Context: an optimization exercise on an open-source flow, tuned for small area, a short achievable clock period and few clock cycles per item. The choices shown serve that exercise and are no tape-out recipe.
RTL that was checked went through simulation tests only; none was proved equivalent to the original.

==> try-tundra: inputs <==
==> flow/design.v (excerpt) <==
module bitcoin_hash (
  input  logic        clk, reset_n, start,
  input  logic [15:0] message_addr, output_addr,
  output logic        done, mem_clk, mem_we,
  output logic [15:0] mem_addr,
  output logic [31:0] mem_write_data,
  input  logic [31:0] mem_read_data
);
clock: 12.0 ns
lec_check: 0
cap_margin: 30
core_margin: 2
core_utilization: 40
place_density: 0.55
slew_margin: 40
standard.sh (not shown) runs the stock make flow with config.mk's settings and CLKGATE_MAP_FILE= SYNTH_SCRIPT=/design/flow/synth_recipe.tcl, a recipe that flattens the netlist after the stock synthesis.
==> flow/flow/run.sh <==
#!/bin/bash
set -euo pipefail
cd "$(dirname "$0")/.."
export SETUP_SLACK_MARGIN=7
bash standard.sh > make.log 2>&1
==> inputs of try-amber, as changes to try-tundra <==
--- a/flow/design.v
+++ b/flow/design.v
@@ -50,11 +50,10 @@
 logic        we;
 logic [31:0] kr;                
 logic        c_init, c_initp2, c_load, c_xfer, c_iv0;
 logic        c_ginit, c_gp2, c_ring;    
 logic [3:0]  c_fix;
-logic [7:0]  c_iv;                
 logic        c_sched, c_mem, c_k80, c_k640, c_k256;
 logic [3:0]  c_nn;
 logic        c_wr;
 logic [4:0]  c_off;
 assign done = (ph == PH_IDLE);
@@ -83,16 +82,13 @@
       endcase
     end
     default: begin ph_n = PH_IDLE; t_n = 7'd0; end
   endcase
 end
-wire kz = (ph == PH_IDLE) || (ph == PH_FIN) || ((ph == PH_PRE) && (t == 7'd8)) ||
-          ((ph == PH_XFER) && (t == 7'd7)) || ((ph == PH_RND) && (t == 7'd64));
 logic        d_init, d_initp2, d_load, d_xfer, d_iv0;
 logic        d_ginit, d_gp2, d_ring;
 logic [3:0]  d_fix;
-logic [7:0]  d_iv;
 logic        d_sched, d_mem, d_k80, d_k640, d_k256;
 logic [3:0]  d_nn;
 logic        d_wr;
 logic [4:0]  d_off;
 always_comb begin
@@ -104,13 +100,10 @@
   d_xfer   = (ph_n == PH_XFER);
   d_ginit  = d_init || d_xfer;
   d_gp2    = d_initp2 || d_xfer;
   d_ring   = d_xfer || (ph_n == PH_PRE) || (rn && blk_n == B_P1);
   d_iv0    = rn && (blk_n == B_P3) && (t_n == 7'd63);    
-  d_iv     = 8'd0;
-  if (d_xfer) d_iv[t_n[2:0]] = 1'b1;
-  if (d_iv0)  d_iv[0] = 1'b1;
   d_fix    = 4'd0;
   if (rn && blk_n == B_P3 && t_n <= 7'd7) d_fix[t_n[2:1]] = 1'b1;
   d_sched = 1'b0; d_mem = 1'b0; d_k80 = 1'b0; d_k640 = 1'b0; d_k256 = 1'b0;
   d_nn = 4'd0;
   case (ph_n)
@@ -129,11 +122,11 @@
           default: begin d_k80 = (t_n == 7'd0); d_k256 = (t_n == 7'd7); end
         endcase
       end else if (blk_n == B_P3 && t_n >= 7'd57) begin
         case (t_n[2:0])
           3'd1, 3'd2, 3'd3: d_mem = 1'b1;          
-          3'd4: d_nn = nonce + 4'd1;                
+          3'd4: d_nn = nonce_n + 4'd1;              
           3'd5: d_k80 = 1'b1;                       
           default: ;
         endcase
       end else d_sched = 1'b1;
     end
@@ -175,12 +168,11 @@
   new_e = s2e + c2e;
   new_a = s4a + c4a;
 end
 logic [31:0] fixop, wf;
 always_comb begin
-  fixop = 32'd0;
-  for (int k = 0; k < 8; k++) fixop = fixop | (ivc(3'(k)) & {32{c_iv[k]}});
+  fixop = c_xfer ? ivc(t[2:0]) : c_iv0 ? ivc(3'd0) : 32'd0;
   for (int j = 0; j < 4; j++) fixop = fixop | (rq[j] & {32{c_fix[j]}});
   wf = win[8] + fixop;
 end
 logic [31:0] gsel, hk_next;
 logic [31:0] hs, hc, hs2, hc2;
@@ -214,11 +206,11 @@
   end else begin
     a <= new_a; b <= a; c <= b; d <= c;
     e <= new_e; f <= e; g <= f;
   end
   hk <= hk_next;
-  kr <= kz ? kc(6'd0) : kc(t[5:0] + 6'd1);    
+  kr <= kc(t_n[5:0]);
   for (int i = 0; i < 7; i++) win[i] <= win[i+1];
   win[7] <= wf;
   if (c_load) begin
     win[8]  <= new_a; win[9]  <= a; win[10] <= b; win[11] <= c;
     win[12] <= new_e; win[13] <= e; win[14] <= f; win[15] <= g;
@@ -236,18 +228,18 @@
   ma <= (c_wr ? output_addr : message_addr) + {11'd0, c_off};
 end
 always_ff @(posedge clk, negedge reset_n) begin
   if (!reset_n) begin
     ph <= PH_IDLE; blk <= B_P1; t <= 7'd0; nonce <= 4'd0; we <= 1'b0;
-    c_init <= 1'b0; c_initp2 <= 1'b0; c_load <= 1'b0; c_xfer <= 1'b0; c_iv0 <= 1'b0; c_fix <= 4'd0; c_iv <= 8'd0;
+    c_init <= 1'b0; c_initp2 <= 1'b0; c_load <= 1'b0; c_xfer <= 1'b0; c_iv0 <= 1'b0; c_fix <= 4'd0;
     c_ginit <= 1'b0; c_gp2 <= 1'b0; c_ring <= 1'b0;
     c_sched <= 1'b0; c_mem <= 1'b0; c_k80 <= 1'b0; c_k640 <= 1'b0; c_k256 <= 1'b0;
     c_nn <= 4'd0; c_wr <= 1'b0; c_off <= 5'd0;
   end else begin
     ph <= ph_n; blk <= blk_n; t <= t_n; nonce <= nonce_n;
     we <= (ph == PH_RND) && (blk == B_P3) && (t == 7'd64);
-    c_init <= d_init; c_initp2 <= d_initp2; c_load <= d_load; c_xfer <= d_xfer; c_iv0 <= d_iv0; c_fix <= d_fix; c_iv <= d_iv;
+    c_init <= d_init; c_initp2 <= d_initp2; c_load <= d_load; c_xfer <= d_xfer; c_iv0 <= d_iv0; c_fix <= d_fix;
     c_ginit <= d_ginit; c_gp2 <= d_gp2; c_ring <= d_ring;
     c_sched <= d_sched; c_mem <= d_mem; c_k80 <= d_k80; c_k640 <= d_k640; c_k256 <= d_k256;
     c_nn <= d_nn; c_wr <= d_wr; c_off <= d_off;
   end
 end
==> flow/run.sh (new file) <==
#!/bin/bash
# synth_recipe.tcl (not shown) runs the flow's synth.tcl, then flattens the netlist and writes it again
# the make line also repeats each setting of config.mk as NAME=value (left out here)
make -C /OpenROAD-flow-scripts/flow DESIGN_CONFIG=/design/flow/config.mk WORK_HOME=/design/flow/orfs CLKGATE_MAP_FILE= SYNTH_SCRIPT=/design/flow/synth_recipe.tcl finish
CORE_UTILIZATION = 50   (was 40)
PLACE_DENSITY = 0.65   (was 0.55)
SETUP_SLACK_MARGIN = 5   (was not set)
removed: flow/flow/run.sh
removed: flow/standard.sh
==> inputs of try-violet, as changes to try-tundra <==
--- a/flow/design.v
+++ b/flow/design.v
@@ -47,14 +47,14 @@
 logic [15:0][31:0] win;
 logic [3:0][31:0] rp, rq;       
 logic [15:0] ma;
 logic        we;
 logic [31:0] kr;                
-logic        c_init, c_initp2, c_load, c_xfer, c_iv0;
+logic        c_init, c_initp2, c_load;
 logic        c_ginit, c_gp2, c_ring;    
+logic [7:0]  c_iv;                     
 logic [3:0]  c_fix;
-logic [7:0]  c_iv;                
 logic        c_sched, c_mem, c_k80, c_k640, c_k256;
 logic [3:0]  c_nn;
 logic        c_wr;
 logic [4:0]  c_off;
 assign done = (ph == PH_IDLE);
@@ -83,16 +83,14 @@
       endcase
     end
     default: begin ph_n = PH_IDLE; t_n = 7'd0; end
   endcase
 end
-wire kz = (ph == PH_IDLE) || (ph == PH_FIN) || ((ph == PH_PRE) && (t == 7'd8)) ||
-          ((ph == PH_XFER) && (t == 7'd7)) || ((ph == PH_RND) && (t == 7'd64));
 logic        d_init, d_initp2, d_load, d_xfer, d_iv0;
 logic        d_ginit, d_gp2, d_ring;
+logic [7:0]  d_iv;
 logic [3:0]  d_fix;
-logic [7:0]  d_iv;
 logic        d_sched, d_mem, d_k80, d_k640, d_k256;
 logic [3:0]  d_nn;
 logic        d_wr;
 logic [4:0]  d_off;
 always_comb begin
@@ -129,11 +127,11 @@
           default: begin d_k80 = (t_n == 7'd0); d_k256 = (t_n == 7'd7); end
         endcase
       end else if (blk_n == B_P3 && t_n >= 7'd57) begin
         case (t_n[2:0])
           3'd1, 3'd2, 3'd3: d_mem = 1'b1;          
-          3'd4: d_nn = nonce + 4'd1;                
+          3'd4: d_nn = nonce_n + 4'd1;              
           3'd5: d_k80 = 1'b1;                       
           default: ;
         endcase
       end else d_sched = 1'b1;
     end
@@ -159,23 +157,22 @@
     end
     default: ;
   endcase
 end
 logic [31:0] S0, S1, ch, maj, new_a, new_e;
-logic [31:0] s1, c1, s2a, c2a, s3a, c3a, s4a, c4a, s2e, c2e;
+logic [31:0] s1, c1, s2a, c2a, s3a, c3a, s2e, c2e;
 always_comb begin
   S1  = ror(e,6) ^ ror(e,11) ^ ror(e,25);
   ch  = (e & f) ^ (~e & g);
   S0  = ror(a,2) ^ ror(a,13) ^ ror(a,22);
   maj = (a & b) | (a & c) | (b & c);
-  {s1, c1}   = csa(hk, ch, d);
-  {s2e, c2e} = csa(s1, c1, S1);
-  {s2a, c2a} = csa(hk, ch, maj);
-  {s3a, c3a} = csa(s2a, c2a, S1);
-  {s4a, c4a} = csa(s3a, c3a, S0);
+  {s1, c1}   = csa(hk, S1, ch);
+  {s2e, c2e} = csa(s1, c1, d);
+  {s2a, c2a} = csa(s1, c1, S0);
+  {s3a, c3a} = csa(s2a, c2a, maj);
   new_e = s2e + c2e;
-  new_a = s4a + c4a;
+  new_a = s3a + c3a;
 end
 logic [31:0] fixop, wf;
 always_comb begin
   fixop = 32'd0;
   for (int k = 0; k < 8; k++) fixop = fixop | (ivc(3'(k)) & {32{c_iv[k]}});
@@ -214,11 +211,11 @@
   end else begin
     a <= new_a; b <= a; c <= b; d <= c;
     e <= new_e; f <= e; g <= f;
   end
   hk <= hk_next;
-  kr <= kz ? kc(6'd0) : kc(t[5:0] + 6'd1);    
+  kr <= kc(t_n[5:0]);
   for (int i = 0; i < 7; i++) win[i] <= win[i+1];
   win[7] <= wf;
   if (c_load) begin
     win[8]  <= new_a; win[9]  <= a; win[10] <= b; win[11] <= c;
     win[12] <= new_e; win[13] <= e; win[14] <= f; win[15] <= g;
@@ -236,19 +233,17 @@
   ma <= (c_wr ? output_addr : message_addr) + {11'd0, c_off};
 end
 always_ff @(posedge clk, negedge reset_n) begin
   if (!reset_n) begin
     ph <= PH_IDLE; blk <= B_P1; t <= 7'd0; nonce <= 4'd0; we <= 1'b0;
-    c_init <= 1'b0; c_initp2 <= 1'b0; c_load <= 1'b0; c_xfer <= 1'b0; c_iv0 <= 1'b0; c_fix <= 4'd0; c_iv <= 8'd0;
-    c_ginit <= 1'b0; c_gp2 <= 1'b0; c_ring <= 1'b0;
-    c_sched <= 1'b0; c_mem <= 1'b0; c_k80 <= 1'b0; c_k640 <= 1'b0; c_k256 <= 1'b0;
-    c_nn <= 4'd0; c_wr <= 1'b0; c_off <= 5'd0;
   end else begin
     ph <= ph_n; blk <= blk_n; t <= t_n; nonce <= nonce_n;
     we <= (ph == PH_RND) && (blk == B_P3) && (t == 7'd64);
-    c_init <= d_init; c_initp2 <= d_initp2; c_load <= d_load; c_xfer <= d_xfer; c_iv0 <= d_iv0; c_fix <= d_fix; c_iv <= d_iv;
-    c_ginit <= d_ginit; c_gp2 <= d_gp2; c_ring <= d_ring;
+  end
+end
+always_ff @(posedge clk) begin
+    c_init <= d_init; c_initp2 <= d_initp2; c_load <= d_load; c_fix <= d_fix;
+    c_ginit <= d_ginit; c_gp2 <= d_gp2; c_ring <= d_ring; c_iv <= d_iv;
     c_sched <= d_sched; c_mem <= d_mem; c_k80 <= d_k80; c_k640 <= d_k640; c_k256 <= d_k256;
     c_nn <= d_nn; c_wr <= d_wr; c_off <= d_off;
-  end
 end
 endmodule
CTS_BUF_LIST = sky130_fd_sc_hd__clkbuf_4 sky130_fd_sc_hd__clkbuf_8 sky130_fd_sc_hd__clkbuf_16   (was not set)
CTS_CLUSTER_DIAMETER = 120   (was not set)
CTS_CLUSTER_SIZE = 20   (was not set)
==> qor summary <==
	try-tundra	try-violet	try-amber
Result of the run	finished clean	finished clean	finished clean
Synthesized netlist cell count	5356	5245	5383
Synth Area in Compound Gates	14.3%	14.9%	15.6%
Top cell type's share of synthesized area	39.8%	41.9%	39.9%
Post-placement cell area	57200 um^2	55700 um^2	56600 um^2
Routed met1 length	90.2 mm	87.5 mm	85.6 mm
Post-CTS setup-driven buffer insertion count	8	10	0
Worst Setup SP	e[31]	a[22]	t[1]
Setup slack on the worst flop-to-flop path	6.87 ns	7.00 ns	5.49 ns
Max-Slew Margin vs Limit	40.4%	38.5%	38.1%
Period minus WS final	5.13 ns	5.00 ns	6.51 ns
Post-layout worst setup margin	6.87 ns	7.00 ns	5.49 ns
Synth unique cells	90	105	85
Average wire per cell in the routed design	28.8 um	29.0 um	30.8 um
Worst Tran Pin Value	0.888 ns	0.917 ns	0.922 ns
Met2 Usage GRT	45.3%	45.5%	57.6%
Nets@finish	5957	5750	5961
Worst-case reg-to-reg path depth	18	15	20
# clock sinks	1122	1122	1116
Area of all sequential standard cells	22800 um^2	22700 um^2	22600 um^2
Count of placed standard cells in the final layout, fillers left out	7293	7022	6931
Fill count	12500	12600	9443
Tap cells	1768	1755	1403
Testbench counts of try-amber, summed over its fixed seeds: cycles 69,248, items 512.
Testbench counts of try-violet, summed over its fixed seeds: cycles 69,248, items 512.
Only the layout flow was run in try-tundra; the RTL was not checked for function there.

---

==> inputs of 02-19 <==
Another version of the RTL of bitcoin_hash (not shown whole).
## bitcoin_hash
module bitcoin_hash (
  input  logic        clk, reset_n, start,
  input  logic [15:0] message_addr, output_addr,
  output logic        done, mem_clk, mem_we,
  output logic [15:0] mem_addr,
  output logic [31:0] mem_write_data,
  input  logic [31:0] mem_read_data
);
Settings: LEC_CHECK=0, CAP_MARGIN=30, CORE_MARGIN=2, CORE_UTILIZATION=40, PLACE_DENSITY=0.55, SLEW_MARGIN=40; clock period 12.0 ns.
run.sh (not shown) runs the stock make flow with config.mk's settings and CLKGATE_MAP_FILE= SYNTH_SCRIPT=/design/flow/synth_recipe.tcl, a recipe that flattens the netlist after the stock synthesis.
Stock flow here: none of the scripts above is used.
==> 08-18 (differences from 02-19) <==
--- a/flow/design.v
+++ b/flow/design.v
@@ -47,20 +47,22 @@
 logic [15:0][31:0] win;
 logic [3:0][31:0] rp, rq;       
 logic [15:0] ma;
 logic        we;
 logic [31:0] kr;                
-logic        c_init, c_initp2, c_load, c_xfer;
+logic        c_init, c_initp2, c_load;
+logic        c_ginit, c_gp2, c_ring;    
+logic [7:0]  c_iv;                     
 logic [3:0]  c_fix;
 logic        c_sched, c_mem, c_k80, c_k640, c_k256;
 logic [3:0]  c_nn;
 logic        c_wr;
 logic [4:0]  c_off;
 assign done = (ph == PH_IDLE);
 assign mem_addr = ma;
 assign mem_we = we;
-assign mem_write_data = a + ivc(3'd0);
+assign mem_write_data = a;    
 always_comb begin
   ph_n = ph; blk_n = blk; t_n = t + 7'd1; nonce_n = nonce;
   case (ph)
     PH_IDLE: begin
       t_n = 7'd0;
@@ -81,11 +83,13 @@
       endcase
     end
     default: begin ph_n = PH_IDLE; t_n = 7'd0; end
   endcase
 end
-logic        d_init, d_initp2, d_load, d_xfer;
+logic        d_init, d_initp2, d_load, d_xfer, d_iv0;
+logic        d_ginit, d_gp2, d_ring;
+logic [7:0]  d_iv;
 logic [3:0]  d_fix;
 logic        d_sched, d_mem, d_k80, d_k640, d_k256;
 logic [3:0]  d_nn;
 logic        d_wr;
 logic [4:0]  d_off;
@@ -94,10 +98,17 @@
   rn       = (ph_n == PH_RND);
   d_init   = rn && (t_n == 7'd0);
   d_initp2 = d_init && (blk_n == B_P2);
   d_load   = rn && (t_n == 7'd64) && (blk_n != B_P3);
   d_xfer   = (ph_n == PH_XFER);
+  d_ginit  = d_init || d_xfer;
+  d_gp2    = d_initp2 || d_xfer;
+  d_ring   = d_xfer || (ph_n == PH_PRE) || (rn && blk_n == B_P1);
+  d_iv0    = rn && (blk_n == B_P3) && (t_n == 7'd63);    
+  d_iv     = 8'd0;
+  if (d_xfer) d_iv[t_n[2:0]] = 1'b1;
+  if (d_iv0)  d_iv[0] = 1'b1;
   d_fix    = 4'd0;
   if (rn && blk_n == B_P3 && t_n <= 7'd7) d_fix[t_n[2:1]] = 1'b1;
   d_sched = 1'b0; d_mem = 1'b0; d_k80 = 1'b0; d_k640 = 1'b0; d_k256 = 1'b0;
   d_nn = 4'd0;
   case (ph_n)
@@ -161,29 +172,31 @@
   new_e = s2e + c2e;
   new_a = s3a + c3a;
 end
 logic [31:0] fixop, wf;
 always_comb begin
-  fixop = c_xfer ? ivc(t[2:0]) : 32'd0;
+  fixop = 32'd0;
+  for (int k = 0; k < 8; k++) fixop = fixop | (ivc(3'(k)) & {32{c_iv[k]}});
   for (int j = 0; j < 4; j++) fixop = fixop | (rq[j] & {32{c_fix[j]}});
   wf = win[8] + fixop;
 end
 logic [31:0] gsel, hk_next;
 logic [31:0] hs, hc, hs2, hc2;
 always_comb begin
-  if (c_init) gsel = c_initp2 ? rq[3] : ivc(3'd7);
+  if (c_ginit) gsel = c_gp2 ? rq[3] : ivc(3'd7);
   else        gsel = g;
   {hs, hc}   = csa(gsel, kr, win[8]);
   {hs2, hc2} = csa(hs, hc, fixop);
   hk_next = hs2 + hc2;
 end
-logic [31:0] sg0, sg1, sched, ss, sc, ins;
+logic [31:0] sg0, sg1, sched, ss, sc, ss2, sc2, ins;
 always_comb begin
   sg0 = ror(win[1],7) ^ ror(win[1],18) ^ (win[1] >> 3);
   sg1 = ror(win[14],17) ^ ror(win[14],19) ^ (win[14] >> 10);
-  {ss, sc} = csa(sg1, win[9], sg0);
-  sched = ss + sc + win[0];
+  {ss, sc}   = csa(sg1, win[9], sg0);
+  {ss2, sc2} = csa(ss, sc, win[0]);
+  sched = ss2 + sc2;
   if (c_sched)    ins = sched;
   else if (c_mem) ins = mem_read_data;
   else            ins = {c_k80, 21'd0, c_k640, c_k256, c_k640, 3'd0, c_nn};
 end
 always_ff @(posedge clk) begin
@@ -209,28 +222,28 @@
   end else begin
     for (int i = 8; i < 15; i++) win[i] <= win[i+1];
     win[15] <= ins;
   end
   for (int j = 0; j < 4; j++) rp[j] <= rq[j];
-  if (c_xfer) begin
+  if (c_ring) begin
     for (int j = 0; j < 3; j++) rq[j] <= rp[j+1];
     rq[3] <= wf;
   end else begin
     for (int j = 0; j < 4; j++) rq[j] <= rp[j];
   end
   ma <= (c_wr ? output_addr : message_addr) + {11'd0, c_off};
 end
 always_ff @(posedge clk, negedge reset_n) begin
   if (!reset_n) begin
     ph <= PH_IDLE; blk <= B_P1; t <= 7'd0; nonce <= 4'd0; we <= 1'b0;
-    c_init <= 1'b0; c_initp2 <= 1'b0; c_load <= 1'b0; c_xfer <= 1'b0; c_fix <= 4'd0;
-    c_sched <= 1'b0; c_mem <= 1'b0; c_k80 <= 1'b0; c_k640 <= 1'b0; c_k256 <= 1'b0;
-    c_nn <= 4'd0; c_wr <= 1'b0; c_off <= 5'd0;
   end else begin
     ph <= ph_n; blk <= blk_n; t <= t_n; nonce <= nonce_n;
     we <= (ph == PH_RND) && (blk == B_P3) && (t == 7'd64);
-    c_init <= d_init; c_initp2 <= d_initp2; c_load <= d_load; c_xfer <= d_xfer; c_fix <= d_fix;
+  end
+end
+always_ff @(posedge clk) begin
+    c_init <= d_init; c_initp2 <= d_initp2; c_load <= d_load; c_fix <= d_fix;
+    c_ginit <= d_ginit; c_gp2 <= d_gp2; c_ring <= d_ring; c_iv <= d_iv;
     c_sched <= d_sched; c_mem <= d_mem; c_k80 <= d_k80; c_k640 <= d_k640; c_k256 <= d_k256;
     c_nn <= d_nn; c_wr <= d_wr; c_off <= d_off;
-  end
 end
 endmodule
==> flow/flow/run.sh (new file) <==
#!/bin/bash
set -euo pipefail
cd "$(dirname "$0")/.."
export SETUP_SLACK_MARGIN=7.5
bash standard.sh > make.log 2>&1
==> flow/standard.sh (new file) <==
#!/bin/bash
# synth_recipe.tcl (not shown) runs the flow's synth.tcl, then flattens the netlist and writes it again
# the make line also repeats each setting of config.mk as NAME=value (left out here)
make -C /OpenROAD-flow-scripts/flow DESIGN_CONFIG=/design/flow/config.mk WORK_HOME=/design/flow/orfs CLKGATE_MAP_FILE= SYNTH_SCRIPT=/design/flow/synth_recipe.tcl "${@:-finish}"
removed: flow/run.sh
==> 02-25 (differences from 02-19) <==
--- a/flow/design.v
+++ b/flow/design.v
@@ -47,20 +47,20 @@
 logic [15:0][31:0] win;
 logic [3:0][31:0] rp, rq;       
 logic [15:0] ma;
 logic        we;
 logic [31:0] kr;                
-logic        c_init, c_initp2, c_load, c_xfer;
+logic        c_init, c_initp2, c_load, c_xfer, c_iv0;
 logic [3:0]  c_fix;
 logic        c_sched, c_mem, c_k80, c_k640, c_k256;
 logic [3:0]  c_nn;
 logic        c_wr;
 logic [4:0]  c_off;
 assign done = (ph == PH_IDLE);
 assign mem_addr = ma;
 assign mem_we = we;
-assign mem_write_data = a + ivc(3'd0);
+assign mem_write_data = a;    
 always_comb begin
   ph_n = ph; blk_n = blk; t_n = t + 7'd1; nonce_n = nonce;
   case (ph)
     PH_IDLE: begin
       t_n = 7'd0;
@@ -81,11 +81,11 @@
       endcase
     end
     default: begin ph_n = PH_IDLE; t_n = 7'd0; end
   endcase
 end
-logic        d_init, d_initp2, d_load, d_xfer;
+logic        d_init, d_initp2, d_load, d_xfer, d_iv0;
 logic [3:0]  d_fix;
 logic        d_sched, d_mem, d_k80, d_k640, d_k256;
 logic [3:0]  d_nn;
 logic        d_wr;
 logic [4:0]  d_off;
@@ -94,10 +94,11 @@
   rn       = (ph_n == PH_RND);
   d_init   = rn && (t_n == 7'd0);
   d_initp2 = d_init && (blk_n == B_P2);
   d_load   = rn && (t_n == 7'd64) && (blk_n != B_P3);
   d_xfer   = (ph_n == PH_XFER);
+  d_iv0    = rn && (blk_n == B_P3) && (t_n == 7'd63);    
   d_fix    = 4'd0;
   if (rn && blk_n == B_P3 && t_n <= 7'd7) d_fix[t_n[2:1]] = 1'b1;
   d_sched = 1'b0; d_mem = 1'b0; d_k80 = 1'b0; d_k640 = 1'b0; d_k256 = 1'b0;
   d_nn = 4'd0;
   case (ph_n)
@@ -161,11 +162,11 @@
   new_e = s2e + c2e;
   new_a = s3a + c3a;
 end
 logic [31:0] fixop, wf;
 always_comb begin
-  fixop = c_xfer ? ivc(t[2:0]) : 32'd0;
+  fixop = c_xfer ? ivc(t[2:0]) : c_iv0 ? ivc(3'd0) : 32'd0;
   for (int j = 0; j < 4; j++) fixop = fixop | (rq[j] & {32{c_fix[j]}});
   wf = win[8] + fixop;
 end
 logic [31:0] gsel, hk_next;
 logic [31:0] hs, hc, hs2, hc2;
@@ -174,16 +175,17 @@
   else        gsel = g;
   {hs, hc}   = csa(gsel, kr, win[8]);
   {hs2, hc2} = csa(hs, hc, fixop);
   hk_next = hs2 + hc2;
 end
-logic [31:0] sg0, sg1, sched, ss, sc, ins;
+logic [31:0] sg0, sg1, sched, ss, sc, ss2, sc2, ins;
 always_comb begin
   sg0 = ror(win[1],7) ^ ror(win[1],18) ^ (win[1] >> 3);
   sg1 = ror(win[14],17) ^ ror(win[14],19) ^ (win[14] >> 10);
-  {ss, sc} = csa(sg1, win[9], sg0);
-  sched = ss + sc + win[0];
+  {ss, sc}   = csa(sg1, win[9], sg0);
+  {ss2, sc2} = csa(ss, sc, win[0]);
+  sched = ss2 + sc2;
   if (c_sched)    ins = sched;
   else if (c_mem) ins = mem_read_data;
   else            ins = {c_k80, 21'd0, c_k640, c_k256, c_k640, 3'd0, c_nn};
 end
 always_ff @(posedge clk) begin
@@ -220,17 +222,17 @@
   ma <= (c_wr ? output_addr : message_addr) + {11'd0, c_off};
 end
 always_ff @(posedge clk, negedge reset_n) begin
   if (!reset_n) begin
     ph <= PH_IDLE; blk <= B_P1; t <= 7'd0; nonce <= 4'd0; we <= 1'b0;
-    c_init <= 1'b0; c_initp2 <= 1'b0; c_load <= 1'b0; c_xfer <= 1'b0; c_fix <= 4'd0;
+    c_init <= 1'b0; c_initp2 <= 1'b0; c_load <= 1'b0; c_xfer <= 1'b0; c_iv0 <= 1'b0; c_fix <= 4'd0;
     c_sched <= 1'b0; c_mem <= 1'b0; c_k80 <= 1'b0; c_k640 <= 1'b0; c_k256 <= 1'b0;
     c_nn <= 4'd0; c_wr <= 1'b0; c_off <= 5'd0;
   end else begin
     ph <= ph_n; blk <= blk_n; t <= t_n; nonce <= nonce_n;
     we <= (ph == PH_RND) && (blk == B_P3) && (t == 7'd64);
-    c_init <= d_init; c_initp2 <= d_initp2; c_load <= d_load; c_xfer <= d_xfer; c_fix <= d_fix;
+    c_init <= d_init; c_initp2 <= d_initp2; c_load <= d_load; c_xfer <= d_xfer; c_iv0 <= d_iv0; c_fix <= d_fix;
     c_sched <= d_sched; c_mem <= d_mem; c_k80 <= d_k80; c_k640 <= d_k640; c_k256 <= d_k256;
     c_nn <= d_nn; c_wr <= d_wr; c_off <= d_off;
   end
 end
 endmodule
==> flow/flow/run.sh (new file) <==
#!/bin/bash
set -euo pipefail
cd "$(dirname "$0")/.."
export SETUP_SLACK_MARGIN=${MARGIN:-6.5}
bash standard.sh > make.log 2>&1
==> flow/standard.sh (new file) <==
#!/bin/bash
# synth_recipe.tcl (not shown) runs the flow's synth.tcl, then flattens the netlist and writes it again
# the make line also repeats each setting of config.mk as NAME=value (left out here)
make -C /OpenROAD-flow-scripts/flow DESIGN_CONFIG=/design/flow/config.mk WORK_HOME=/design/flow/orfs CLKGATE_MAP_FILE= SYNTH_SCRIPT=/design/flow/synth_recipe.tcl "${@:-finish}"
removed: flow/run.sh
==> summary of the runs <==
- Against 02-19, the critical path depth of 08-18 is higher by 7.
- The highest wire length belongs to 08-18, the lowest to 02-25.
- Between 02-19 and 08-18, the lower synthesized cell count is in 08-18 (gap about 1.6%, measured against 08-18).
- Of 08-18 and 02-25, 08-18 has the higher non-clock buffer count (gap 108).
- Between 02-25 and 02-19, the lower via count is in 02-25 (gap 2.6%, measured against 02-19).
- Die area: 02-25 < 08-18 < 02-19.
- Core utilization: 08-18 > 02-25 > 02-19.
- Against 08-18, the first-iteration DRC count of 02-19 is smaller by about 8%.
- The lowest design area belongs to 02-25, the highest to 08-18.
==> figures <==
Placed insts: 08-18 6,917; 02-19 6,995; 02-25 6,808
Clk pin slew, worst setup/hold paths: 08-18 0.07 ns; 02-19 0.06 ns; 02-25 0.07 ns
Met3 Track Usage GR: 08-18 6.264%; 02-19 5.133%; 02-25 5.222%
Launching point of the worst reg2reg path: 08-18 e[27]; 02-19 c_init; 02-25 e[30]
Post-Route WL: 08-18 211.4 mm; 02-19 210.0 mm; 02-25 209.1 mm
Proportion of synthesized flip-flops having asynchronous set or reset: 08-18 1.515%; 02-19 3.597%; 02-25 3.684%
Count of plain and timing-repair buffers: 08-18 311; 02-19 189; 02-25 203
Slowest cell on crit path: 08-18 sky130_fd_sc_hd__fa_1; 02-19 sky130_fd_sc_hd__clkdlybuf4s50_1; 02-25 sky130_fd_sc_hd__dfxtp_1
Largest net degree at the start of global routing: 08-18 83; 02-19 96; 02-25 70
Overall die height: 08-18 367.5 um; 02-19 371 um; 02-25 367.2 um
Result of the run: 08-18 complete, no violations; 02-19 complete, no violations; 02-25 complete, no violations
Delay of the slowest cell on the worst path: 08-18 0.49 ns; 02-19 0.55 ns; 02-25 0.71 ns
Complex-gate fraction of the synthesized area: 08-18 14.90%; 02-19 16.29%; 02-25 15.96%
Die outline area: 08-18 135,000 um^2; 02-19 137,600 um^2; 02-25 134,900 um^2
Reg-to-Reg End: 08-18 win[286]; 02-19 hk[30]; 02-25 win[287]
Met2 track demand over resource: 08-18 46.58%; 02-19 45.68%; 02-25 49.41%
Met1 GRT Util: 08-18 41.89%; 02-19 42.80%; 02-25 38.09%
Number of buffers created by CTS: 08-18 120; 02-19 118; 02-25 117
Non-clock inverters: 08-18 524; 02-19 611; 02-25 489
Tap cell count: 08-18 1,755; 02-19 1,768; 02-25 1,755
Testbench counts of 02-19, summed over its fixed seeds: cycles 69,248, items 512.
Testbench counts of 08-18, summed over its fixed seeds: cycles 69,248, items 512.
Testbench counts of 02-25, summed over its fixed seeds: cycles 69,248, items 512.

what the ideal ports hide:
Ports are ideal in the flow. The routed layouts listed here were re-timed in OpenROAD. Step 1 sets driving cells, clkbuf_16 on the clock port and buf_2 on the other inputs (assumed; they add their load-dependent delay and slew). Step 2 also shifts input and output timing later by t, the mid clock arrival at the registers, as if the neighbouring blocks saw the same clock. Three values: ideal, step 1, step 2; two values: the first two.
run | t, ns | setup slack, ns | worst setup path at the end | worst data-port slew with drivers (ns)
try-tundra | 0.823 | 6.867 / 6.867 / 6.596 | input to register | 0.08
try-amber | 0.783 | 5.487 / 5.487 / 5.487 | register to register | 0.07
try-violet | 0.770 | 7.005 / 7.005 / 6.572 | input to register | 0.05
02-19 | 0.820 | 5.072 / 4.992 / 5.604 | register to register | 0.07
08-18 | 0.843 | 7.075 / 7.075 / 6.881 | input to register | 0.04
02-25 | 0.837 | 6.620 / 6.620 / 6.620 | register to register | 0.04
After both steps every run listed still meets setup and hold. For try-violet, which loses most, drivers alone change the setup slack by 0.000 ns; drivers and shift together by -0.433 ns.
